From an optimization exercise on the open Yosys and OpenROAD flow, aimed at small area, a short achievable clock period and few clock cycles; shortcuts taken in it are not production practice. Only simulation tests tie the RTL to the original design; equivalence was not proved. Power and IR drop assume default switching activity.

==> flow/design.v <==
module Registrador (
    input  wire        Clk,
    input  wire        Reset,
    input  wire        Load,
    input  wire [31:0] Entrada,
    output reg  [31:0] Saida
);
    always @(posedge Clk or posedge Reset) begin
        if (Reset)
            Saida <= 32'd0;
        else if (Load)
            Saida <= Entrada;
    end
endmodule
module Instr_Reg (
    input  wire        Clk,
    input  wire        Reset,
    input  wire        Load_ir,
    input  wire [31:0] Entrada,
    output reg  [5:0]  Instr31_26,
    output reg  [4:0]  Instr25_21,
    output reg  [4:0]  Instr20_16,
    output reg  [15:0] Instr15_0
);
    always @(posedge Clk or posedge Reset) begin
        if (Reset) begin
            Instr31_26 <= 6'd0;
            Instr25_21 <= 5'd0;
            Instr20_16 <= 5'd0;
            Instr15_0  <= 16'd0;
        end else if (Load_ir) begin
            Instr31_26 <= Entrada[31:26];
            Instr25_21 <= Entrada[25:21];
            Instr20_16 <= Entrada[20:16];
            Instr15_0  <= Entrada[15:0];
        end
    end
endmodule
module Banco_reg (
    input  wire        Clk,
    input  wire        Reset,
    input  wire        RegWrite,
    input  wire [4:0]  ReadReg1,
    input  wire [4:0]  ReadReg2,
    input  wire [4:0]  WriteReg,
    input  wire [31:0] WriteData,
    output wire [31:0] ReadData1,
    output wire [31:0] ReadData2
);
    reg [31:0] Cluster [0:31];
    integer i;
    assign ReadData1 = Cluster[ReadReg1];
    assign ReadData2 = Cluster[ReadReg2];
    always @(posedge Clk or posedge Reset) begin
        if (Reset) begin
            for (i = 0; i < 32; i = i + 1)
                Cluster[i] <= 32'd0;
        end else if (RegWrite) begin
            Cluster[WriteReg] <= WriteData;
        end
    end
endmodule
module RegDesloc (
    input  wire        Clk,
    input  wire        Reset,
    input  wire [2:0]  Shift,
    input  wire [4:0]  N,
    input  wire [31:0] Entrada,
    output wire [31:0] Saida
);
    reg [31:0] temp;
    reg [4:0]  n_shift;
    assign Saida = temp;
    always @(posedge Clk or posedge Reset) begin
        if (Reset) begin
            temp <= 32'd0;
        end else begin
            case (Shift)
                3'b001: temp <= Entrada;
                3'b010: temp <= temp << n_shift;
                3'b011: temp <= temp >> n_shift;
                3'b100: temp <= $signed(temp) >>> n_shift;
                3'b101: temp <= (temp >> n_shift) | (temp << (6'd32 - {1'b0, n_shift}));
                3'b110: temp <= (temp << n_shift) | (temp >> (6'd32 - {1'b0, n_shift}));
                default: temp <= temp;
            endcase
        end
    end
    always @(posedge Clk) begin
        if (Shift == 3'b001)
            n_shift <= N;
    end
endmodule
module ula32 (
    input  wire [31:0] A,
    input  wire [31:0] B,
    input  wire [2:0]  Seletor,
    output reg  [31:0] S,
    output wire        Overflow,
    output wire        Negativo,
    output wire        z,
    output wire        Igual,
    output wire        Maior,
    output wire        Menor
);
    reg  [31:0] novo_B;
    reg  [31:0] soma_temp;
    reg  [31:0] carry_temp;
    reg         c;
    integer     k;
    always @(*) begin
        case (Seletor)
            3'b001:  novo_B = B;
            3'b100:  novo_B = 32'd1;
            default: novo_B = ~B;
        endcase
        c = Seletor[1];
        for (k = 0; k < 32; k = k + 1) begin
            soma_temp[k]  = A[k] ^ novo_B[k] ^ c;
            carry_temp[k] = (c & (A[k] | novo_B[k])) | (A[k] & novo_B[k]);
            c = carry_temp[k];
        end
    end
    always @(*) begin
        case (Seletor)
            3'b000:  S = A;
            3'b001:  S = soma_temp;
            3'b010:  S = soma_temp;
            3'b011:  S = A & B;
            3'b110:  S = A ^ B;
            3'b101:  S = ~A;
            3'b100:  S = soma_temp;
            default: S = 32'd0;
        endcase
    end
    assign Negativo = S[31];
    assign z        = (S == 32'd0);
    assign Overflow = carry_temp[31] ^ carry_temp[30];
    assign Igual    = (soma_temp == 32'd0) ? ~Overflow : 1'b0;
    assign Maior    = ((~soma_temp[31] & ~Overflow) | (Overflow & ~A[31])) & ~Igual;
    assign Menor    = (soma_temp[31] & ~Overflow) | (Overflow & A[31]);
endmodule
module concat_IPC(
    input   wire    [27:0]   Data_Instr,  
    input   wire    [31:0]   Data_PC,  
    output  wire    [31:0]   Data_out
);
    assign Data_out = {Data_PC[31:28], Data_Instr};
endmodule
module concat_inst(
    input   wire    [4:0]   Instr_25_21,  
    input   wire    [4:0]   Instr_20_16,  
    input   wire    [15:0]  Instr_15_0,  
    output  wire    [25:0]  Data_out
);
    assign Data_out = {Instr_25_21, Instr_20_16, Instr_15_0};
endmodule
module shift_left16(
    input   wire    [15:0]  Data_in,  
    output  wire    [31:0]  Data_out
);
    assign Data_out     =   Data_in << 16;
endmodule
module shift_left2(
    input   wire    [31:0]  Data_in,  
    output  wire    [31:0]  Data_out
);
    assign Data_out     =   Data_in << 2;
endmodule
module shift_left26(
    input   wire    [25:0]  Data_in,  
    output  wire    [27:0]  Data_out
);
    assign Data_out     =   {Data_in, 2'b0};
endmodule
module sign_extend16_32(
    input wire  [15:0] Data_in,      
    output wire [31:0] Data_out
);
    assign Data_out = (Data_in[15]) ? {{16{1'b1}}, Data_in} : {{16{1'b0}}, Data_in};
endmodule
module sign_extend1_32(
    input wire         Data_in,      
    output wire [31:0] Data_out
);
    assign Data_out = {31'b0, Data_in};
endmodule
module load_size (
    input   wire       [1:0]  LSCtrl,
    input   wire       [31:0] Data_MDR, 
    output  reg       [31:0] Data_out
);
    always @ (*) begin
        case(LSCtrl)
            2'b01: Data_out     =   Data_MDR;                     
            2'b10: Data_out     =   {16'b0, Data_MDR[15:0]};     
            2'b11: Data_out     =   {24'b0, Data_MDR[7:0]};      
            default: Data_out   =   Data_MDR;
        endcase
    end
endmodule
module store_size(
    input   wire       [1:0]  SSCtrl,
    input   wire       [31:0] Data_MDR,
    input   wire       [31:0] Data_B,
    output  reg       [31:0] Data_out
);
    always @ (*) begin
        case(SSCtrl)
            2'b01:  Data_out    =   Data_B;                              
            2'b10:  Data_out    =   {Data_MDR[31:16], Data_B[15:0]};      
            2'b11:  Data_out    =   {Data_MDR[31:8], Data_B[7:0]};        
            default: Data_out   =   Data_B;
        endcase
    end
endmodule
module mux_Except(
    input   wire    [1:0]       ExcptCtrl,
    output  wire    [31:0]      Data_out    
);
    parameter OPCODE    = 32'd253;
    parameter Overflow  = 32'd254;
    parameter Div0      = 32'd255;
    wire [31:0] out1;
    assign out1     =   (ExcptCtrl[0]) ? Overflow : OPCODE;      
    assign Data_out =   (ExcptCtrl[1]) ? Div0 : out1;          
endmodule
module mux_HI (
    input   wire    HISrc,
    input   wire    [31:0]  Data_0,      
    input   wire    [31:0]  Data_1,      
    output  wire    [31:0]  Data_out
);
    assign  Data_out    =   (HISrc) ? Data_1  :   Data_0;
endmodule
module mux_IorD (
    input wire  [2:0] selector,          
    input wire  [31:0] Data_0,       
    input wire  [31:0] Data_1,       
    input wire  [31:0] Data_2,       
    input wire  [31:0] Data_3,       
    input wire  [31:0] Data_4,       
    input wire  [31:0] Data_5,       
    output wire [31:0] Data_out      
);
    wire [31:0] out1, out2, out3, out4;
    assign out1 = (selector[0]) ? Data_1 : Data_0;
    assign out2 = (selector[0]) ? Data_3 : Data_2;
    assign out3 = (selector[1]) ? out2 : out1;
    assign out4 = (selector[1]) ? Data_5 : Data_4;
    assign Data_out = (selector[2]) ? out4 : out3;
endmodule
module mux_LO (
    input   wire    LOSrc,
    input   wire    [31:0]  Data_0,      
    input   wire    [31:0]  Data_1,      
    output  wire    [31:0]  Data_out
);
assign  Data_out    =   (LOSrc) ? Data_1  :   Data_0;
endmodule
module mux_LdA (
    input   wire    LoadAMem,
    input   wire    [31:0]  Data_0,      
    input   wire    [31:0]  Data_1,      
    output  wire    [31:0]  Data_out
);
assign  Data_out    =   (LoadAMem) ? Data_1  :   Data_0;
endmodule
module mux_LdB (
    input   wire    LoadBMem,
    input   wire    [31:0]  Data_0,      
    input   wire    [31:0]  Data_1,      
    output  wire    [31:0]  Data_out
);
assign  Data_out    =   (LoadBMem) ? Data_1  :   Data_0;
endmodule
module mux_Sa (
    input wire  [1:0] selector,     
    input wire  [31:0] Data_0,       
    input wire  [15:0] Data_1,       
    input wire  [31:0] Data_2,        
    output wire [4:0] Data_out      
);
    wire [4:0] out;
    assign out = (selector[0]) ? Data_1[10:6] : Data_0[4:0];
    assign Data_out = (selector[1]) ? Data_2[4:0] : out;
endmodule
module mux_Src(
    input   wire    SHIFTSrc,
    input   wire    [31:0]  Data_0,      
    input   wire    [31:0]  Data_1,      
    output   wire    [31:0]  Data_out
);
    assign  Data_out    =   (SHIFTSrc) ? Data_1  :   Data_0;
endmodule
module mux_aluA(
    input wire [1:0] ALUSrcA,
    input wire [31:0] Data_0,  
    input wire [31:0] Data_1,  
    input wire [31:0] Data_2,  
    output wire [31:0] Data_out
);
    wire [31:0] out1;
    assign out1 = (ALUSrcA[0]) ? Data_1 : Data_0;
    assign Data_out = (ALUSrcA[1]) ? Data_2 : out1;
endmodule
module mux_aluB(
    input wire [1:0] ALUSrcB,
    input wire [31:0] Data_0,  
    input wire [31:0] Data_2,  
    input wire [31:0] Data_3,  
    output wire [31:0] Data_out
);
    parameter four = 32'd4;
    wire [31:0] out1;
    wire [31:0] out2;
    assign out1 = (ALUSrcB[0]) ? four : Data_0;
    assign out2 = (ALUSrcB[0]) ? Data_3 : Data_2;
    assign Data_out = (ALUSrcB[1]) ? out2 : out1;
endmodule
module mux_pc(
    input wire [1:0] PCSrc, 
    input wire [31:0] Data_0,  
    input wire [31:0] Data_1,  
    input wire [31:0] Data_2,  
    input wire [31:0] Data_3,  
    output wire [31:0] Data_out      
);
    wire [31:0] out1, out2;
    assign out1 = (PCSrc[0]) ? Data_1 : Data_0;
    assign out2 = (PCSrc[0]) ? Data_3 : Data_2;
    assign Data_out = (PCSrc[1]) ? out2 : out1;
endmodule
module mux_wd(
    input wire [3:0] DataSrc, 
    input wire [31:0] Data_0,  
    input wire [31:0] Data_1,  
    input wire [31:0] Data_2,  
    input wire [31:0] Data_3,  
    input wire [31:0] Data_5,  
    input wire [31:0] Data_6,  
    input wire [31:0] Data_7,  
    input wire [31:0] Data_8,  
    output wire [31:0] Data_out
);
    wire [31:0] out1, out2, out3, out4, out5, out6, out7;
    parameter spAddr = 32'd227;
    assign out1 = (DataSrc[0]) ? Data_1 : Data_0;
    assign out2 = (DataSrc[0]) ? Data_3 : Data_2;
    assign out3 = (DataSrc[0]) ? Data_5 : spAddr;
    assign out4 = (DataSrc[0]) ? Data_7 : Data_6;
    assign out5 = (DataSrc[1]) ? out2 : out1;
    assign out6 = (DataSrc[1]) ? out4 : out3;
    assign out7 = (DataSrc[2]) ? out6 : out5;
    assign Data_out = (DataSrc[3]) ? Data_8 : out7;
endmodule
module mux_wr(
    input wire [1:0] Selector,
    input wire [4:0] Data_0,  
    input wire [15:0] Data_3,  
    output wire [4:0] Data_out
);
    wire [31:0] out1, out2;
    parameter sp = 5'd29;
    parameter ra = 5'd31;
    assign out1 = (Selector[0]) ? sp : Data_0;
    assign out2 = (Selector[0]) ? Data_3[15:11] : ra;
    assign Data_out = (Selector[1]) ? out2 : out1;
endmodule
module control_unit(
    input wire clk,
    input wire reset,
    input wire overflow,
    input wire EQ,
    input wire GT,
    input wire zero,
    input wire NG,
    input wire DivZero,
    input wire [5:0] OPCODE,
    input wire [5:0] funct,
    output reg [2:0] ALUOp,
    output reg [2:0] SHIFTOp,
    output reg [1:0] SSCtrl,
    output reg [1:0] LSCtrl,
    output reg       MultCtrl,
    output reg       DivCtrl,
    output reg [2:0] IorD, 
    output reg [1:0] EXCPCtrl,
    output reg [1:0] RegDst,
    output reg [3:0] DataSrc,
    output reg       LoadAMem,
    output reg       LoadBMem,
    output reg [1:0] SHIFTAmt,
    output reg       SHIFTSrc,
    output reg [1:0] ALUSrcA,
    output reg [1:0] ALUSrcB, 
    output reg       LOSrc,
    output reg       HISrc,
    output reg [1:0] PCSrc,
    output reg PCWrite,
    output reg MemWrite,
    output reg IRWrite,
    output reg RegWrite,
    output reg ALUOutWrite,
    output reg EPCWrite,
    output reg HILOWrite,
    output reg RegAWrite,
    output reg RegBWrite,
    output reg MDRWrite
);
parameter FETCH1            = 7'd0;
parameter FETCH2            = 7'd1;
parameter FETCH3            = 7'd2;
parameter DECODE1           = 7'd3;
parameter DECODE2           = 7'd4;
parameter EXECUTE           = 7'd5;
parameter ALUOUTRT          = 7'd9;
parameter ALUOUTRD          = 7'd10;
parameter SHIFTENDRD        = 7'd11;
parameter SHIFTENDRT        = 7'd12;
parameter EXCEPTOPCODE1     = 7'd20;
parameter EXCEPTOVERFLOW1   = 7'd21;
parameter EXCEPTOVERFLOW2   = 7'd22;
parameter EXCEPTOPCODE2     = 7'd23;
parameter ENDEXCEPT1        = 7'd24;
parameter ENDEXCEPT2        = 7'd25;
parameter ENDEXCEPT3        = 7'd26;
parameter SLLM2     = 7'd30;
parameter SLLM3     = 7'd31;
parameter SLLM4     = 7'd32;
parameter SLLM5     = 7'd33;
parameter SLLM6     = 7'd34;
parameter ADDM2     = 7'd35;
parameter ADDM3     = 7'd36;
parameter ADDM4     = 7'd37;
parameter ADDM5     = 7'd38;
parameter JAL2      = 7'd39;
parameter JAL3      = 7'd40;
parameter SB2       = 7'd41;
parameter LW2       = 7'd42;
parameter LW3       = 7'd43;
parameter LW4       = 7'd44;
parameter LH2       = 7'd45;
parameter LH3       = 7'd46;
parameter LH4       = 7'd47;
parameter LB2       = 7'd48; 
parameter LB3       = 7'd49; 
parameter LB4       = 7'd50;  
parameter SLLV2     = 7'd51; 
parameter SRAV2     = 7'd52; 
parameter SLL2      = 7'd53;  
parameter SRL2      = 7'd54;
parameter SRA2      = 7'd55;
parameter BEQ2      = 7'd56;
parameter BNE2      = 7'd57;
parameter BLE2      = 7'd58;
parameter BGT2      = 7'd59;
parameter SB3       = 7'd60;
parameter SB4       = 7'd61;
parameter SB5       = 7'd62;
parameter SW2       = 7'd63;
parameter SW3       = 7'd64;
parameter SW4       = 7'd65;
parameter SW5       = 7'd66;
parameter SH2       = 7'd67;
parameter SH3       = 7'd68;
parameter SH4       = 7'd69;
parameter SH5       = 7'd70;
parameter LB5       = 7'd71;
parameter LB6       = 7'd72;
parameter END       = 7'd100;  
parameter OPCODEZero = 6'd0;
parameter ADD         = 6'h20;
parameter AND         = 6'h24;
parameter DIV         = 6'h1a;
parameter MULT        = 6'h18;
parameter JR          = 6'h8;
parameter MFHI        = 6'h10;
parameter MFLO        = 6'h12;
parameter SLL         = 6'h0;
parameter SLLV        = 6'h4;
parameter SLT         = 6'h2a;
parameter SRA         = 6'h3;
parameter SRAV        = 6'h7;
parameter SRL         = 6'h2;
parameter SUB         = 6'h22;
parameter BREAK       = 6'hD;
parameter RTE         = 6'h13;
parameter ADDM        = 6'h5;
parameter ADDI      = 6'h8;
parameter ADDIU     = 6'h9;
parameter BEQ       = 6'h4;
parameter BNE       = 6'h5;
parameter BLE       = 6'h6;
parameter BGT       = 6'h7;
parameter SLLM      = 6'h1;
parameter LB        = 6'h20;
parameter LH        = 6'h21;
parameter LUI       = 6'hF;
parameter LW        = 6'h23;
parameter SB        = 6'h28;
parameter SH        = 6'h29;
parameter SLTI      = 6'hA;
parameter SW        = 6'h2a;
parameter J     = 6'h2;
parameter JAL   = 6'h3;
reg[6:0] CURRSTATE;
always @(posedge clk) begin
    if(reset == 1'b1) begin
      PCWrite      <= 0;
      MemWrite     <= 0;
      IRWrite      <= 0;
      RegWrite     <= 1;   
      ALUOutWrite  <= 0;
      EPCWrite     <= 0;
      HILOWrite    <= 0;
      RegAWrite    <= 0; 
      RegBWrite    <= 0; 
      MDRWrite     <= 0;
      ALUOp        <= 3'b000;
      SHIFTOp      <= 3'b000;
      SSCtrl       <= 2'b00;
      LSCtrl       <= 2'b00;
      MultCtrl     <= 0;
      DivCtrl      <= 0;
      IorD         <= 3'd0;
      EXCPCtrl     <= 2'd0;
      RegDst       <= 2'd1;    
      DataSrc      <= 4'd4;  
      LoadAMem     <= 0;
      LoadBMem     <= 0;
      SHIFTAmt     <= 2'd0;
      SHIFTSrc     <= 0;
      ALUSrcA      <= 2'd0;
      ALUSrcB      <= 2'd0;
      LOSrc        <= 0;
      HISrc        <= 0;
      PCSrc        <= 2'd0;
      CURRSTATE <= FETCH1;        
    end
    else begin
        case(CURRSTATE)
            FETCH1: begin
                RegWrite    <= 0;
                RegDst      <= 2'd0;  
                DataSrc     <= 4'd0;  
                IorD        <= 3'd0;  
                MemWrite    <= 0;  
                ALUSrcA     <= 2'd0;  
                ALUOp       <= 3'b001;  
                ALUSrcB     <= 2'd1;  
                CURRSTATE <= FETCH2;             
            end
            FETCH2: begin
                PCSrc       <= 2'd0;  
                PCWrite     <= 1;
                CURRSTATE <= FETCH3;  
            end
            FETCH3: begin
                PCWrite     <= 0;
                LSCtrl      <= 0;
                SSCtrl      <= 0;
                IRWrite     <= 1;
                CURRSTATE <= DECODE1;
            end
            DECODE1: begin  
                IRWrite     <= 0;
                ALUSrcA     <= 2'd0;  
                ALUSrcB     <= 2'd3;  
                ALUOp       <= 3'b001;  
                ALUOutWrite <= 1;
                CURRSTATE <= DECODE2; 
            end
            DECODE2: begin  
                LoadAMem    <= 0;
                LoadBMem    <= 0;
                RegAWrite   <= 1;  
                RegBWrite   <= 1;  
                ALUOutWrite <= 0;
                CURRSTATE <= EXECUTE;
            end
            EXECUTE: begin
                RegAWrite <= 0;
                RegBWrite <= 0; 
                case(OPCODE)
                    OPCODEZero: begin 
                        case(funct)
                                ADD: begin  
                                    ALUSrcA <= 2'd2;  
                                    ALUSrcB <= 2'd0;  
                                    ALUOp <= 3'b001;  
                                    ALUOutWrite <= 1;
                                    CURRSTATE <= ALUOUTRD;
                                end
                                AND: begin  
                                    ALUSrcA <= 2'd2;  
                                    ALUSrcB <= 2'd0;  
                                    ALUOp <= 3'b011;  
                                    ALUOutWrite <= 1;
                                    CURRSTATE <= ALUOUTRD;
                                end
                                DIV: begin
                                end
                                MULT: begin
                                end
                                JR: begin   
                                    ALUSrcA <= 2'd2;  
                                    ALUOp <= 3'b000;  
                                    PCSrc <= 2'd0;
                                    PCWrite <= 1;
                                    CURRSTATE <= END;
                                end
                                MFHI: begin  
                                    DataSrc <= 4'd2;  
                                    RegDst <=  2'd3;  
                                    RegWrite <= 1;
                                    CURRSTATE <= END;
                                end 
                                MFLO: begin  
                                    DataSrc <= 4'd3;  
                                    RegDst <=  2'd3;  
                                    RegWrite <= 1;
                                    CURRSTATE <= END; 
                                end
                                SLL: begin  
                                    SHIFTSrc <= 0;  
                                    SHIFTAmt <= 2'd1;  
                                    SHIFTOp <= 3'b001;  
                                    CURRSTATE <= SLL2;
                                end
                                SLLV: begin  
                                    SHIFTSrc <= 1;  
                                    SHIFTAmt <= 2'd0;  
                                    SHIFTOp <= 3'b001;  
                                    CURRSTATE <= SLLV2;
                                end  
                                SLT: begin  
                                    ALUSrcA <= 2'd2;  
                                    ALUSrcB <= 2'd0;  
                                    ALUOp <= 3'b111;  
                                    DataSrc <= 4'd6;  
                                    RegDst <= 2'd3;  
                                    RegWrite <= 1;
                                    CURRSTATE <= END;
                                end                                                                                                      
                                SRA: begin  
                                    SHIFTSrc <= 0 ;  
                                    SHIFTAmt <= 2'd1;  
                                    SHIFTOp <= 3'b001;  
                                    CURRSTATE <= SRA2;
                                end  
                                SRAV: begin    
                                    SHIFTSrc <= 1;  
                                    SHIFTAmt <= 2'd0;  
                                    SHIFTOp <= 3'b001;  
                                    CURRSTATE <= SRAV2;
                                end  
                                SRL: begin  
                                    SHIFTSrc <= 0;  
                                    SHIFTAmt <= 2'd1;  
                                    SHIFTOp <= 3'b001;  
                                    CURRSTATE <= SRL2;
                                end
                                SUB: begin
                                    ALUSrcA <= 2'd2;  
                                    ALUSrcB <= 2'd0;  
                                    ALUOp <= 3'b010;  
                                    ALUOutWrite <= 1;
                                    CURRSTATE <= ALUOUTRD;
                                end
                                BREAK: begin  
                                    ALUSrcA <= 2'd1;  
                                    ALUSrcB <= 2'd1;  
                                    ALUOp <= 3'b010;  
                                    PCSrc <= 2'd0;
                                    PCWrite <= 1;
                                    CURRSTATE <= END;
                                end
                                RTE: begin  
                                    PCSrc <= 2'd3;  
                                    PCWrite <= 1;
                                    CURRSTATE <= END;
                                end
                                ADDM: begin  
                                    IorD <= 3'd5;  
                                    MDRWrite <= 1;
                                    CURRSTATE <= ADDM2;     
                                end 
                        endcase
                    end
                    J: begin 
                        PCSrc <= 2'd2;  
                        PCWrite <= 1;
                        CURRSTATE <= END;
                    end 
                    JAL: begin
                        ALUSrcA <= 2'd0;  
                        ALUOp <= 3'b000;  
                        ALUOutWrite <= 1; 
                        CURRSTATE <= JAL2;                        
                    end                   
                    ADDI: begin  
                        ALUSrcA <= 2'd2;  
                        ALUSrcB <= 2'd2;  
                        ALUOp <= 3'b001;  
                        ALUOutWrite <= 1;
                        CURRSTATE <= ALUOUTRT;
                    end
                    ADDIU: begin  
                        ALUSrcA <= 2'd2;  
                        ALUSrcB <= 2'd2;  
                        ALUOp <= 3'b001;  
                        ALUOutWrite <= 1;
                        CURRSTATE <= ALUOUTRT;
                    end
                    BEQ: begin
                        ALUSrcA <= 2'd2;  
                        ALUSrcB <= 2'd0;  
                        ALUOp <= 3'b111;  
                        CURRSTATE <= BEQ2;
                    end
                    BNE: begin
                        ALUSrcA <= 2'd2;  
                        ALUSrcB <= 2'd0;  
                        ALUOp <= 3'b111;  
                        CURRSTATE <= BNE2;
                    end
                    BLE: begin
                        ALUSrcA <= 2'd2;  
                        ALUSrcB <= 2'd0;  
                        ALUOp <= 3'b111;  
                        CURRSTATE <= BLE2;
                    end
                    BGT: begin
                        ALUSrcA <= 2'd2;  
                        ALUSrcB <= 2'd0;  
                        ALUOp <= 3'b111;  
                        CURRSTATE <= BGT2;
                    end
                    SLLM: begin   
                        ALUSrcA <= 2'd2;  
                        ALUSrcB <= 2'd2;  
                        ALUOp <= 3'b001;  
                        ALUOutWrite <= 1;
                        IorD <= 3'd3;
                        CURRSTATE <= SLLM2; 
                    end
                    LB: begin
                        ALUSrcA    <= 2'd2;   
                        ALUSrcB    <= 2'd2;   
                        ALUOp      <= 3'b001;    
                        IorD       <=  3'd2;   
                        MemWrite   <= 0;
                        CURRSTATE  <= LB2;
                    end
                    LH: begin
                        LoadAMem   <= 0;      
                        ALUSrcA    <= 2'd2;   
                        ALUSrcB    <= 2'd2;   
                        ALUOp      <= 3'b001;    
                        IorD       <= 3'd2;   
                        MemWrite   <= 0;
                        CURRSTATE  <= LH2;
                    end
                    LUI: begin
                        DataSrc <= 4'd5;    
                        RegDst <= 2'd0;      
                        RegWrite <= 1;
                        CURRSTATE <= END;
                    end
                    LW: begin
                        LoadAMem   <= 0;      
                        ALUSrcA    <= 2'd2;   
                        ALUSrcB    <= 2'd2;   
                        ALUOp      <= 3'b001;    
                        IorD       <= 3'd2;   
                        MemWrite   <= 0;
                        CURRSTATE  <= LW2;
                    end
                    SB: begin
                        LoadAMem    <= 0;
                        ALUSrcA     <= 2'd2;  
                        ALUSrcB     <= 2'd2;  
                        ALUOp       <= 3'b001;  
                        ALUOutWrite <= 1;
                        CURRSTATE   <= SB2;
                    end
                    SH: begin
                        LoadAMem    <= 0;
                        ALUSrcA     <= 2'd2;  
                        ALUSrcB     <= 2'd2;  
                        ALUOp       <= 3'b001;  
                        ALUOutWrite <= 1;
                        CURRSTATE   <= SH2;
                    end
                    SLTI: begin  
                        ALUSrcA  <= 2'd2;    
                        ALUSrcB  <= 2'd2;    
                        ALUOp    <= 3'b111;   
                        DataSrc  <= 4'd6;  
                        RegDst   <= 2'd0;    
                        RegWrite <= 1;  
                        CURRSTATE <= END;
                    end
                    SW: begin  
                        ALUSrcA     <= 2'd2;  
                        ALUSrcB     <= 2'd2;  
                        ALUOp       <= 3'b001;  
                        ALUOutWrite <= 1;
                        CURRSTATE   <= SW2;
                    end
                    default: begin  
                        CURRSTATE <= EXCEPTOPCODE1;
                    end
                endcase
            end
            ALUOUTRD: begin
                RegWrite <= 1;
                ALUOutWrite <= 0;
                RegDst <= 2'd3;  
                DataSrc <= 4'd0;  
                CURRSTATE <= END; 
            end
            ALUOUTRT: begin
                RegWrite <= 1;
                ALUOutWrite <= 0;
                RegDst <= 2'd0;  
                DataSrc <= 4'd0;  
                CURRSTATE <= END; 
            end
            ADDM2: begin  
                MDRWrite <= 0;
                LoadBMem <= 1;
                RegBWrite <= 1;
                CURRSTATE <= ADDM3;
            end
            ADDM3: begin  
                LoadBMem <= 0;
                RegBWrite <= 0;
                IorD <= 3'd5;  
                MDRWrite <= 1;
                CURRSTATE <= ADDM4;
            end
            ADDM4: begin  
                MDRWrite <= 0;
                LoadAMem <= 1;
                RegAWrite <= 1;
                CURRSTATE <= ADDM5;
            end
            ADDM5: begin  
                LoadAMem <= 0;
                ALUSrcA <= 2'd2;  
                ALUSrcB <= 2'd0;  
                ALUOp <= 3'b001;  
                ALUOutWrite <= 1;
                CURRSTATE <= ALUOUTRD;
            end
            JAL2: begin
                ALUOutWrite <= 0;
                DataSrc <= 4'd0;  
                RegDst <= 2'd2;  
                RegWrite <= 1;
                CURRSTATE <= JAL3;
            end
            JAL3: begin
                RegWrite <= 0;
                PCSrc <= 2'd2; 
                PCWrite <= 1;
                CURRSTATE <= END;
            end
            BEQ2: begin
                if (EQ == 1) begin
                    PCSrc <= 2'd1;
                    PCWrite <= 1;                
                end    
                CURRSTATE <= END;
            end
            BNE2: begin
                if (EQ == 0) begin
                    PCSrc <= 2'd1;
                    PCWrite <= 1;                                    
                end
                CURRSTATE <= END;
            end
            BLE2: begin
                if(GT == 0) begin
                    PCSrc <= 2'd1;
                    PCWrite <= 1;                    
                end
                CURRSTATE <= END;
            end
            BGT2: begin
                if(GT == 1) begin
                    PCSrc <= 2'd1;
                    PCWrite <= 1;
                end
                CURRSTATE <= END;
            end
            SLLM2: begin  
                MDRWrite <= 1;
                CURRSTATE <= SLLM3;
            end
            SLLM3: begin
                MDRWrite <= 0;
                CURRSTATE <= SLLM4;           
            end
            SLLM4: begin  
                SHIFTAmt <= 2'd2;  
                SHIFTSrc <= 0;  
                SHIFTOp <= 3'b001;  
                CURRSTATE <= SLLM5;
            end
            SLLM5: begin  
                SHIFTOp <= 3'b010; 
                CURRSTATE <= SHIFTENDRT;
            end
            LB2: begin
                MemWrite <= 0;     
                CURRSTATE <= LB3;  
            end
            LB3: begin
                MemWrite <= 0;
                CURRSTATE <= LB4;
            end
            LB4: begin
                MemWrite <= 0;
                CURRSTATE <= LB5;
            end
            LB5: begin
                MDRWrite <= 1;
                CURRSTATE <= LB6;
            end
            LB6: begin
                LSCtrl       <= 2'b11;     
                DataSrc      <= 4'd1;   
                RegDst       <= 2'd0;     
                RegWrite     <= 1;
                CURRSTATE <= END;
            end
            LH2: begin
                MDRWrite <= 1;
                CURRSTATE  <= LH3;
            end
            LH3: begin
                CURRSTATE  <= LH4;
            end
            LH4: begin
                LSCtrl <= 2'd2;  
                RegWrite <= 1;
                RegDst  <= 2'd0;
                DataSrc <= 4'd1;
                CURRSTATE  <= END;
            end
            LW2: begin
                MDRWrite <= 1;   
                CURRSTATE <= LW3;  
            end
            LW3: begin
                CURRSTATE <= LW4;
            end
            LW4: begin
                MDRWrite <= 0;    
                MDRWrite <= 0;
                LSCtrl <= 2'd1;  
                RegWrite <= 1;
                DataSrc <= 4'd1;
                RegDst <= 2'd0;
                CURRSTATE <= END;
            end
            SLLV2: begin
                SHIFTOp <= 3'b010;
                CURRSTATE <= SHIFTENDRD;
            end
            SRAV2: begin
                SHIFTOp <= 3'b100;
                CURRSTATE <= SHIFTENDRD;
            end 
            SLL2: begin
                SHIFTOp <= 3'b010;
                CURRSTATE <= SHIFTENDRD;
            end
            SRL2: begin
                SHIFTOp <= 3'b011;
                CURRSTATE <= SHIFTENDRD;                
            end
            SRA2: begin
                SHIFTOp <= 3'b100;
                CURRSTATE <= SHIFTENDRD;
            end
            SB2: begin
                MemWrite <= 0;
                IorD <= 2'd2;     
                MDRWrite <= 1;
                CURRSTATE <= SB3;
            end
            SB3: begin
                CURRSTATE <= SB4;
            end
            SB4: begin
                CURRSTATE <= SB5;
            end
            SB5: begin
                MemWrite <= 1;
                SSCtrl <= 2'b11;  
                CURRSTATE <= END;
            end
            SW2: begin  
                MemWrite <= 1;
                IorD <= 2'd3;     
                MDRWrite <= 1;
                CURRSTATE <= SW3;
            end
            SW3: begin 
                MemWrite <= 1;
                SSCtrl <= 2'b01;  
                CURRSTATE <= END;
            end
            SH2: begin
                MemWrite <= 0;
                IorD <= 2'd2;     
                MDRWrite <= 1;
                CURRSTATE <= SH3;
            end
            SH3: begin
                CURRSTATE <= SH4;
            end
            SH4: begin
                CURRSTATE <= SH5;
            end
            SH5: begin
                MemWrite <= 1;
                SSCtrl <= 2'b10;  
                CURRSTATE <= END;
            end
            SHIFTENDRT: begin
                DataSrc <= 4'd7;
                RegDst <= 2'd0;  
                RegWrite <= 1;
                CURRSTATE <= END;
            end
            SHIFTENDRD: begin
                DataSrc <= 4'd7;
                RegDst <= 2'd3;  
                RegWrite <= 1;
                CURRSTATE <= END;
            end
            EXCEPTOPCODE1 : begin  
                ALUSrcA     <= 2'd0;  
                ALUSrcB     <= 2'd1;  
                ALUOp       <= 3'b10;  
                EPCWrite    <= 1;
                CURRSTATE <= EXCEPTOPCODE2;
            end
            EXCEPTOPCODE2 : begin
                IorD      <= 3'd1;
                MemWrite  <= 0;
                CURRSTATE <= ENDEXCEPT1;
            end
            EXCEPTOVERFLOW1 : begin
                ALUSrcA   <= 2'd0;
                ALUSrcB   <= 2'd1;
                ALUOp     <= 3'b10;   
                EPCWrite  <= 1;
                CURRSTATE <= EXCEPTOVERFLOW2;
            end
            EXCEPTOVERFLOW2 : begin
                IorD      <= 3'd1;
                MemWrite  <= 0;
                CURRSTATE <= ENDEXCEPT1;
            end
            ENDEXCEPT1 : begin
                CURRSTATE <= ENDEXCEPT2;
            end
            ENDEXCEPT2 : begin
                CURRSTATE <= ENDEXCEPT3;
            end
            ENDEXCEPT3 : begin
                PCWrite     <= 1;
                MDRWrite    <= 1;
                EXCPCtrl    <= 0;
                LSCtrl      <= 2'b11;
                PCSrc       <= 2'd1;
                CURRSTATE <= END;
            end
            END: begin  
                PCWrite      <= 0;
                MemWrite     <= 0;
                IRWrite      <= 0;
                RegWrite     <= 0;   
                ALUOutWrite  <= 0;
                EPCWrite     <= 0;
                HILOWrite    <= 0;
                RegAWrite    <= 0; 
                RegBWrite    <= 0; 
                MDRWrite     <= 0;
                ALUOp        <= 3'b000;
                SHIFTOp      <= 3'b000;
                SSCtrl       <= 2'b00;
                LSCtrl       <= 2'b00;
                MultCtrl     <= 0;
                DivCtrl      <= 0;
                IorD         <= 3'b000;
                EXCPCtrl     <= 2'b00;
                RegDst       <= 2'b00;    
                DataSrc      <= 4'b0000;  
                LoadAMem     <= 0;
                LoadBMem     <= 0;
                SHIFTAmt     <= 2'b00;
                SHIFTSrc     <= 0;
                ALUSrcA      <= 2'b00;
                ALUSrcB      <= 2'b00;
                LOSrc        <= 0;
                HISrc        <= 0;
                PCSrc        <= 2'b00;
                CURRSTATE <= FETCH1;        
            end
        endcase
    end
end
endmodule
module cpu (
    input wire clk,
    input wire reset,
    output wire [31:0] mem_addr,
    output wire [31:0] mem_wdata,
    output wire        mem_we,
    input  wire [31:0] mem_rdata
);
    wire overflow;
    wire EQ;
    wire GT;
    wire zero;
    wire NG; 
    wire LT;  
    wire [2:0] IorD; 
    wire [1:0] EXCPCtrl;
    wire [1:0] RegDst;
    wire [3:0] DataSrc;
    wire LoadAMem;
    wire LoadBMem;
    wire [1:0] SHIFTAmt;
    wire SHIFTSrc;
    wire [1:0] ALUSrcA;
    wire [1:0] ALUSrcB; 
    wire LOSrc;
    wire HISrc;
    wire [1:0] PCSrc;
    wire [2:0] SHIFTOp;
    wire [2:0] ALUOp;
    wire [1:0]  LSCtrl;
    wire [1:0]  SSCtrl; 
    wire PCWrite;
    wire MemWrite;
    wire IRWrite;
    wire RegWrite;
    wire ALUOutWrite;
    wire EPCWrite;
    wire HILOWrite;
    wire RegAWrite;
    wire RegBWrite;
    wire MDRWrite;
    wire  MultCtrl;
    wire  DivCtrl;
    wire  DivZero;
    wire [31:0] MUXIorDOut;
    wire [4:0] MUXRegDstOut;
    wire [31:0] MUXDataSrcOut;
    wire [31:0] MUXEXCPOut;
    wire [31:0] MUXLoadAOut;
    wire [31:0] MUXLoadBOut;
    wire [31:0] MUXALUSrcAOut;
    wire [31:0] MUXALUSrcBOut;
    wire [31:0] MUXLOOut;
    wire [31:0] MUXHIOut;
    wire [4:0] MUXSHIFTAmtOut;
    wire [31:0] MUXSHIFTSrcOut;
    wire [31:0] MUXPCSrcOut;
    wire [31:0] PCOut;
    wire [31:0] HIOut;
    wire [31:0] LOOut;
    wire [31:0] AOut;
    wire [31:0] BOut;
    wire [31:0] ALUOutOut;
    wire [31:0] MDROut;
    wire [31:0] EPCOut;
    wire [5:0] OPCODE;
    wire [4:0] RS;
    wire [4:0] RT;
    wire [15:0] IMMEDIATE;
    wire [31:0] ReadData1Out;  
    wire [31:0] ReadData2Out;  
    wire [31:0] MEMOut;
    wire [31:0] SSOut;  
    wire [31:0] LSOut;  
    wire [31:0] SL16Out;  
    wire [27:0] SL26_28Out;  
    wire [31:0] SL2Out;  
    wire [31:0] SE1_32Out;  
    wire [31:0] SE16_32Out;  
    wire [31:0] SHIFTRegOut;
    wire [31:0] ALUResult;
    wire [31:0]  MultHOut;
    wire [31:0]  MultLOut;
    wire [31:0]  DivHOut;
    wire [31:0]  DivLOut;
    wire [25:0] ConcatINSTOut;
    wire [31:0] ConcatIPCOut;
    Registrador PC_ (
        clk,
        reset,
        PCWrite,
        MUXPCSrcOut,
        PCOut
    );
    Registrador MDR_(
        clk,
        reset,
        MDRWrite,
        MEMOut,
        MDROut
    );
    Registrador HI_(
        clk,
        reset,
        HILOWrite,
        MUXHIOut,
        HIOut        
    );
    Registrador LO_(
        clk,
        reset,
        HILOWrite,
        MUXLOOut,
        LOOut        
    );
    Registrador A_(
        clk,
        reset,
        RegAWrite,   
        MUXLoadAOut,
        AOut
    );
    Registrador B_(
        clk,
        reset,
        RegBWrite,   
        MUXLoadBOut,
        BOut
    );
    Registrador ALUOut_(
        clk,
        reset,
        ALUOutWrite,
        ALUResult,
        ALUOutOut
    );
    Registrador EPC_(
        clk,
        reset,
        EPCWrite,
        ALUResult,
        EPCOut
    );
    RegDesloc SHIFTReg_(
        clk,
        reset,
        SHIFTOp,
        MUXSHIFTAmtOut,
        MUXSHIFTSrcOut,
        SHIFTRegOut
    );
    ula32 ALU_(
        MUXALUSrcAOut,
        MUXALUSrcBOut,
        ALUOp,
        ALUResult,
        overflow,
        NG,
        zero,
        EQ,
        GT,
        LT
    );
    assign mem_addr  = MUXIorDOut;
    assign mem_wdata = SSOut;
    assign mem_we    = MemWrite;
    assign MEMOut    = mem_rdata;
    Instr_Reg IR_(
        clk,
        reset,
        IRWrite,
        MEMOut,
        OPCODE,
        RS,
        RT,
        IMMEDIATE
    );
    Banco_reg REGS_(
        clk,
        reset,
        RegWrite,
        RS,
        RT,
        MUXRegDstOut,
        MUXDataSrcOut,
        ReadData1Out,
        ReadData2Out
    );
    load_size LSize_(
        LSCtrl,
        MDROut,
        LSOut
    );
    store_size SSize_(
        SSCtrl,
        MDROut,
        BOut,
        SSOut
    );
    assign MultHOut = 32'd0;
    assign MultLOut = 32'd0;
    assign DivHOut  = 32'd0;
    assign DivLOut  = 32'd0;
    assign DivZero  = 1'b0;
    concat_inst concat_inst_(
         RS,
         RT,
         IMMEDIATE,
         ConcatINSTOut
    );
    concat_IPC concat_IPC_(
        SL26_28Out,
        PCOut,
        ConcatIPCOut
    );
    shift_left26 shift_left26_(
        ConcatINSTOut,
        SL26_28Out
    );
    shift_left16 shift_left16_(
        IMMEDIATE,
        SL16Out
    );
    shift_left2 shift_left2_(
        SE16_32Out,
        SL2Out   
    );
     sign_extend1_32 sign_extend1_32_(
         LT,
         SE1_32Out
     );
     sign_extend16_32 sign_extend16_32_(
         IMMEDIATE,
         SE16_32Out
     );
    mux_IorD mux_IorD_( 
        IorD, 
        PCOut,
        MUXEXCPOut,
        ALUResult,
        ALUOutOut,
        AOut,
        BOut,
        MUXIorDOut
    );
    mux_Except mux_Except_(
        EXCPCtrl,
        MUXEXCPOut
    );
    mux_LO mux_LO_(
        LOSrc,
        MultLOut,
        DivLOut,
        MUXLOOut
    );
    mux_HI mux_HI_( 
        HISrc,
        MultHOut,
        DivHOut,
        MUXHIOut
    );
    mux_wr mux_WR_(
        RegDst,
        RT,
        IMMEDIATE,
        MUXRegDstOut 
    );
    mux_wd mux_WD_(
        DataSrc,
        ALUOutOut,
        LSOut,
        HIOut,
        LOOut,
        SL16Out,
        SE1_32Out,  
        SHIFTRegOut,
        PCOut,
        MUXDataSrcOut 
    );
    mux_LdA mux_LdA_( 
        LoadAMem,
        ReadData1Out,
        MDROut,
        MUXLoadAOut
    );
    mux_LdB mux_LdB_( 
        LoadBMem,
        ReadData2Out,
        MDROut,
        MUXLoadBOut
    );
    mux_Sa mux_Sa_(
        SHIFTAmt,
        BOut,
        IMMEDIATE,
        MDROut,
        MUXSHIFTAmtOut
    );
    mux_Src mux_Src_( 
        SHIFTSrc,
        BOut,
        AOut,
        MUXSHIFTSrcOut
    );
    mux_aluA mux_aluA_(
        ALUSrcA,
        PCOut,
        PCOut,
        AOut,
        MUXALUSrcAOut
    );
    mux_aluB mux_aluB_(
        ALUSrcB,
        BOut,
        SE16_32Out,
        SL2Out,
        MUXALUSrcBOut      
    );
    mux_pc mux_pc_( 
        PCSrc,
        ALUResult,
        ALUOutOut,
        ConcatIPCOut,
        EPCOut,
        MUXPCSrcOut
    );
    control_unit control_unit_(
        clk,
        reset,
        overflow,
        EQ,
        GT,
        zero,
        NG,
        DivZero,
        OPCODE,
        IMMEDIATE[5:0],  
        ALUOp,
        SHIFTOp,
        SSCtrl,
        LSCtrl,
        MultCtrl,
        DivCtrl,
        IorD,
        EXCPCtrl,
        RegDst,
        DataSrc,
        LoadAMem,
        LoadBMem,
        SHIFTAmt,
        SHIFTSrc,
        ALUSrcA,
        ALUSrcB,
        LOSrc,
        HISrc,
        PCSrc,
        PCWrite,
        MemWrite,
        IRWrite,
        RegWrite,
        ALUOutWrite,
        EPCWrite,
        HILOWrite,
        RegAWrite,   
        RegBWrite,   
        MDRWrite
    );
endmodule          
==> flow/run.sh <==
#!/bin/bash
# synth_recipe.tcl (not shown) runs the flow's synth.tcl, then flattens the netlist and writes it again
# the make line also repeats each setting of config.mk as NAME=value (left out here)
make -C /OpenROAD-flow-scripts/flow DESIGN_CONFIG=/design/flow/config.mk WORK_HOME=/design/flow/orfs CLKGATE_MAP_FILE= SYNTH_SCRIPT=/design/flow/synth_recipe.tcl finish
==> flow/config.mk <==
export PLATFORM = sky130hd
export DESIGN_NAME = cpu
export DESIGN_NICKNAME = cpu
export VERILOG_FILES = /design/flow/design.v
export SDC_FILE = /design/flow/constraint.sdc
export NUM_CORES = 4
export LEC_CHECK = 0
export CAP_MARGIN = 20
export CORE_MARGIN = 2
export CORE_UTILIZATION = 40
export SLEW_MARGIN = 20
==> flow/constraint.sdc <==
create_clock -name core_clock -period 22.0 [get_ports {clk}]
set_input_delay 4.4000 -clock core_clock [delete_from_list [all_inputs] [get_ports {clk}]]
set_output_delay 4.4000 -clock core_clock [all_outputs]
set_load 0.01 [all_outputs]
==> summary.txt <==
-- per-layer routing --
metal | part of all wire, % | routed length (um) | track usage (%)
met1 | 36 | 153000 | 52.9
met2 | 39 | 167000 | 56.5
met3 | 16 | 69000 | 19.0
met4 | 8.9 | 37900 | 29.1
met5 | 0.14 | 601 | 0
-- worst reg2reg max path, delay by kind of cell (launching register included) --
family	cells	cell delay (ns)
flops	1	0.64
xor+xnor	1	0.23
buf+inv	6	0.42
fa+ha+maj	32	10.89
compound gates	6	2.19
simple gates	3	0.56
-- through the flow --
stage	utilization, %	setup TNS [ns]
after floorplan	-	-478.52
after global placement	41.9	0
after detailed placement	41.9	0
after CTS	44.7	0
after global routing	44.8	0
final	44.8	0
-- synth_stat cells, types with 35 or more instances --
| master | instances | area [um^2] |
|---|---|---|
| a21oi_1 | 1062 | 5320 |
| nor2_1 | 1051 | 3950 |
| mux2i_1 | 226 | 2260 |
| clkbuf_1 | 713 | 2680 |
| and3_1 | 54 | 338 |
| dfrtp_1 | 1280 | 32000 |
| mux4_2 | 76 | 1710 |
| inv_1 | 60 | 225 |
| o22ai_1 | 75 | 469 |
| nor2b_1 | 69 | 432 |
| buf_2 | 101 | 505 |
| and2_1 | 35 | 219 |
| nand2_1 | 1096 | 4110 |
| nand4_1 | 81 | 507 |
| a22oi_1 | 962 | 7220 |
| a211oi_1 | 85 | 638 |
| nor3_1 | 109 | 546 |
| nand2b_1 | 55 | 344 |
| dfxtp_1 | 44 | 881 |
| a31oi_1 | 45 | 282 |
| o21ai_0 | 583 | 2920 |
| mux2_2 | 293 | 3300 |
| a221o_1 | 67 | 671 |
| buf_1 | 47 | 176 |
| nand3_1 | 78 | 390 |
| nor4_1 | 79 | 494 |
-- sequential cells by signal (all words and copies together), names as in the netlist, 2 cells and up --
name / count
REGS_.Cluster: 1024
ALUOut_.Saida: 32
A_.Saida: 32
B_.Saida: 32
EPC_.Saida: 32
MDR_.Saida: 32
PC_.Saida: 32
SHIFTReg_.temp: 32
IR_.Instr15_0: 16
control_unit_.CURRSTATE: 7
IR_.Instr31_26: 6
IR_.Instr20_16: 5
IR_.Instr25_21: 5
SHIFTReg_.n_shift: 5
control_unit_.ALUOp: 3
control_unit_.DataSrc: 3
control_unit_.IorD: 3
control_unit_.SHIFTOp: 3
control_unit_.ALUSrcB: 2
control_unit_.LSCtrl: 2
control_unit_.PCSrc: 2
control_unit_.RegDst: 2
control_unit_.SHIFTAmt: 2
control_unit_.SSCtrl: 2
-- report_power, final --
| part | switching, mW | internal (mW) |
|---|---|---|
| Clock | 1.17 | 1.60 |
| Sequential | 1.03 | 3.31 |
| Combinational | 4.43 | 2.30 |
-- area by class of cell --
cell class                      instances  share of cell area, %
Multi-Input combinational cell       6708                   48.1
Sequential cell                      1329                   37.9
Clock buffer                          221                   5.16
Timing Repair Buffer                  390                   3.78
Tap cell                             2542                   3.65
Clock inverter                         62                   1.04
Inverter                               68                  0.300
Antenna cell                           26                 0.0746
-- cells in the final DEF (no fill, tap or decap), drive strengths merged, types with 67 or more instances in the layout --
cell type / instances
clkbuf: 221
o22ai: 75
nor3: 112
nor4: 80
a21oi: 1062
a211oi: 86
mux2: 294
nand3: 79
nand2: 1096
a22oi: 962
a221o: 67
dfrtp: 1280
nor2: 1053
mux2i: 226
buf: 292
o21ai: 592
inv: 69
nand4: 81
mux4: 76
clkdlybuf4s50: 98
nor2b: 69
-- cell families (layout without fill, tap and decap cells) --
kind of cell,after synthesis,count (layout),synth area share (%)
other,0,26,0
AND/OR/NAND/NOR,2832,2832,15.8
XOR/XNOR,16,16,0.189
flip-flops,1329,1329,42.3
multiplexers,596,596,9.33
adder cells (fa/ha/maj),66,66,1.37
buffers and inverters,970,741,5.08
AO/OA/AOI/OAI,3198,3198,25.9
-- path summary, 6_finish.rpt --
path	from	endpoint	cells past startpoint
hold / removal	control_unit_.MemWrite	control_unit_.MemWrite	2
max in group asynchronous	reset	REGS_.Cluster[12][6]	8
setup / recovery	control_unit_.ALUOp[2]	mem_addr[31]	49
hold reg to reg	control_unit_.MemWrite	control_unit_.MemWrite	2
setup reg to reg	control_unit_.ALUOp[2]	control_unit_.PCSrc[0]	48
min in group asynchronous	reset	REGS_.Cluster[0][27]	3
==> summary.md <==
| Metric | Value |
|---|---|
| First-pass GRT wire length | `592000 um` |
| Cell variety after synth | `105` |
| Kind of critical path | `reg2out` |
| Hold-fix buffers, CTS | `0` |
| Leak | `36.7 nW` |
| Instance count of the mapped netlist | `9007` |
| Area growth syn-to-layout | `11.6%` |
| Layout Nets | `8751` |
| Vias | `80534` |
| Port Buffers | `98` |
| Placer Congestion | `1.04` |
| Crit. End Element | `primary output` |
| Worst Hold Class | `reg2reg` |
| Fin cells | `11346` |
| Async SR Flop Fraction | `96.3%` |
| Initial antenna violation count | `32` |
| Die W | `446 um` |
| Fillers | `18914` |
| Post-synth EDFFs | `5` |
| Yosys warning count | `9` |
| Max-slew headroom | `7.56%` |
| Slew @ Worst Pin | `1.39 ns` |
| Root buffer cell | `clkbuf_16` |
| Crit share post-route | `90.0%` |
| Worst vdd ir | `0.0972 mV` |
| FF+latch area | `33100 um^2` |
| Slew Limit Fails | `0` |
| Initial Utilization | `40.2%` |
| Final hold slack | `0.499 ns` |
| Design area | `87200 um^2` |
| DR iter-0 viols | `14857` |
| Post-synthesis sequential area ratio | `42.3%` |
| Worst setup SP type | `flop` |
| Max clock buf depth | `3` |
| Crit path arrival time | `15.41 ns` |
| Top FF cell, synth | `dfrtp_1` |
| Syn nets | `9107` |
| Reg2Reg Setup Slack | `7.01 ns` |
| DR WL/cell | `37.7 um` |
| Status | `timing/DRC/antenna clean` |
| Avg Inst Size Synth | `8.67 um^2` |
| Post-Place Cells | `11033` |
| Clock latency on the worst-skew pair | `0.85 ns` |
| Grt ovf | `0` |
| GRT Total Usage | `41.9%` |
| Routed Wire Length | `428000 um` |
| Bufs and invs on worst path | `7` |
| Final setup margin | `2.19 ns` |
| # H-tree levels | `4` |
| CP delay by family, top | `adder cells` |
| Max_cap viols | `0` |
| Max Clk Rate | `0.0505 GHz` |
| Most common cell on crit path | `fa_1` |
| Routed Antenna Nets | `0` |
| Total power draw | `13.9 mW` |
| Slowest CP cell | `dfxtp_4` |
| Die area | `199000 um^2` |
| Largest stage delay, worst path | `0.64 ns` |
| Chip height | `446 um` |
| DP Area | `81600 um^2` |
| Post-CTS setup buffer count | `0` |
| Clk slew on worst S/H paths | `0.06 ns` |
| Remaining DRCs | `0` |
| Hold Vio Cnt, Final | `0` |
| Pre-CTS setup slack | `3.24 ns` |
| Vias in the first global route | `74677` |
| Post-CTS sizing | `0` |
| Power per Cell Area | `159 nW/um^2` |
| Core ar. | `195000 um^2` |
| Post-DP HPWL | `255000 um` |
| Area of the multi-input gates | `41900 um^2` |
| Tmin final | `19.81 ns` |
| TritonCTS Sinks | `1329` |
| #FFs+latches synth | `1329` |
| Clock buffer count from CTS | `154` |
| Clock skew | `0.0676 ns` |
| CP Max Fanout | `37` |
| Final setup vio count | `0` |
| Largest net degree at the start of global routing | `160` |
| Layout cells sized above 1 | `12.9%` |
| Area of the mapped netlist | `78100 um^2` |
| First-pass DRT Iterations | `11` |
| Num ports | `99` |
| WP data required | `17.60 ns` |
| Vias per std cell | `7.10` |
| Unrepaired setup endpoints after global routing | `false` |
| CTS tree | `built` |
| Std cell rows | `162` |
Testbench counts, summed over its fixed seeds: cycles 147,840.

==> re-timing with driven ports <==
How much do the figures lean on ideal ports? The routed layout below was timed once more, with nothing changed but the port constraints.
Step 1 (the two cells are an assumption about what drives the block):
set clk [get_ports {clk}]
set_driving_cell -lib_cell sky130_fd_sc_hd__clkbuf_16 $clk
set_driving_cell -lib_cell sky130_fd_sc_hd__buf_2 [delete_from_list [all_inputs] $clk]
Step 2 adds t to the input delays and takes it off the output delays; t is the mean of the earliest and latest rising clock arrival at the registers after step 1. Input paths then give back, and output paths get back, about the clock's delay inside the block.
a / b / c = ideal / step 1 / step 2; a / b = the first two.
t (ns): 0.909
slack for setup (ns): 2.192 / 2.103 / 3.012
worst setup path after step 2: register to output
latest minus earliest clock arrival (ns): 0.073 / 0.073
cell pins on the clock port's net: 1
After both steps setup and hold are still met in this run. For this run, drivers alone change the setup slack by -0.089 ns; drivers and shift together by +0.820 ns.
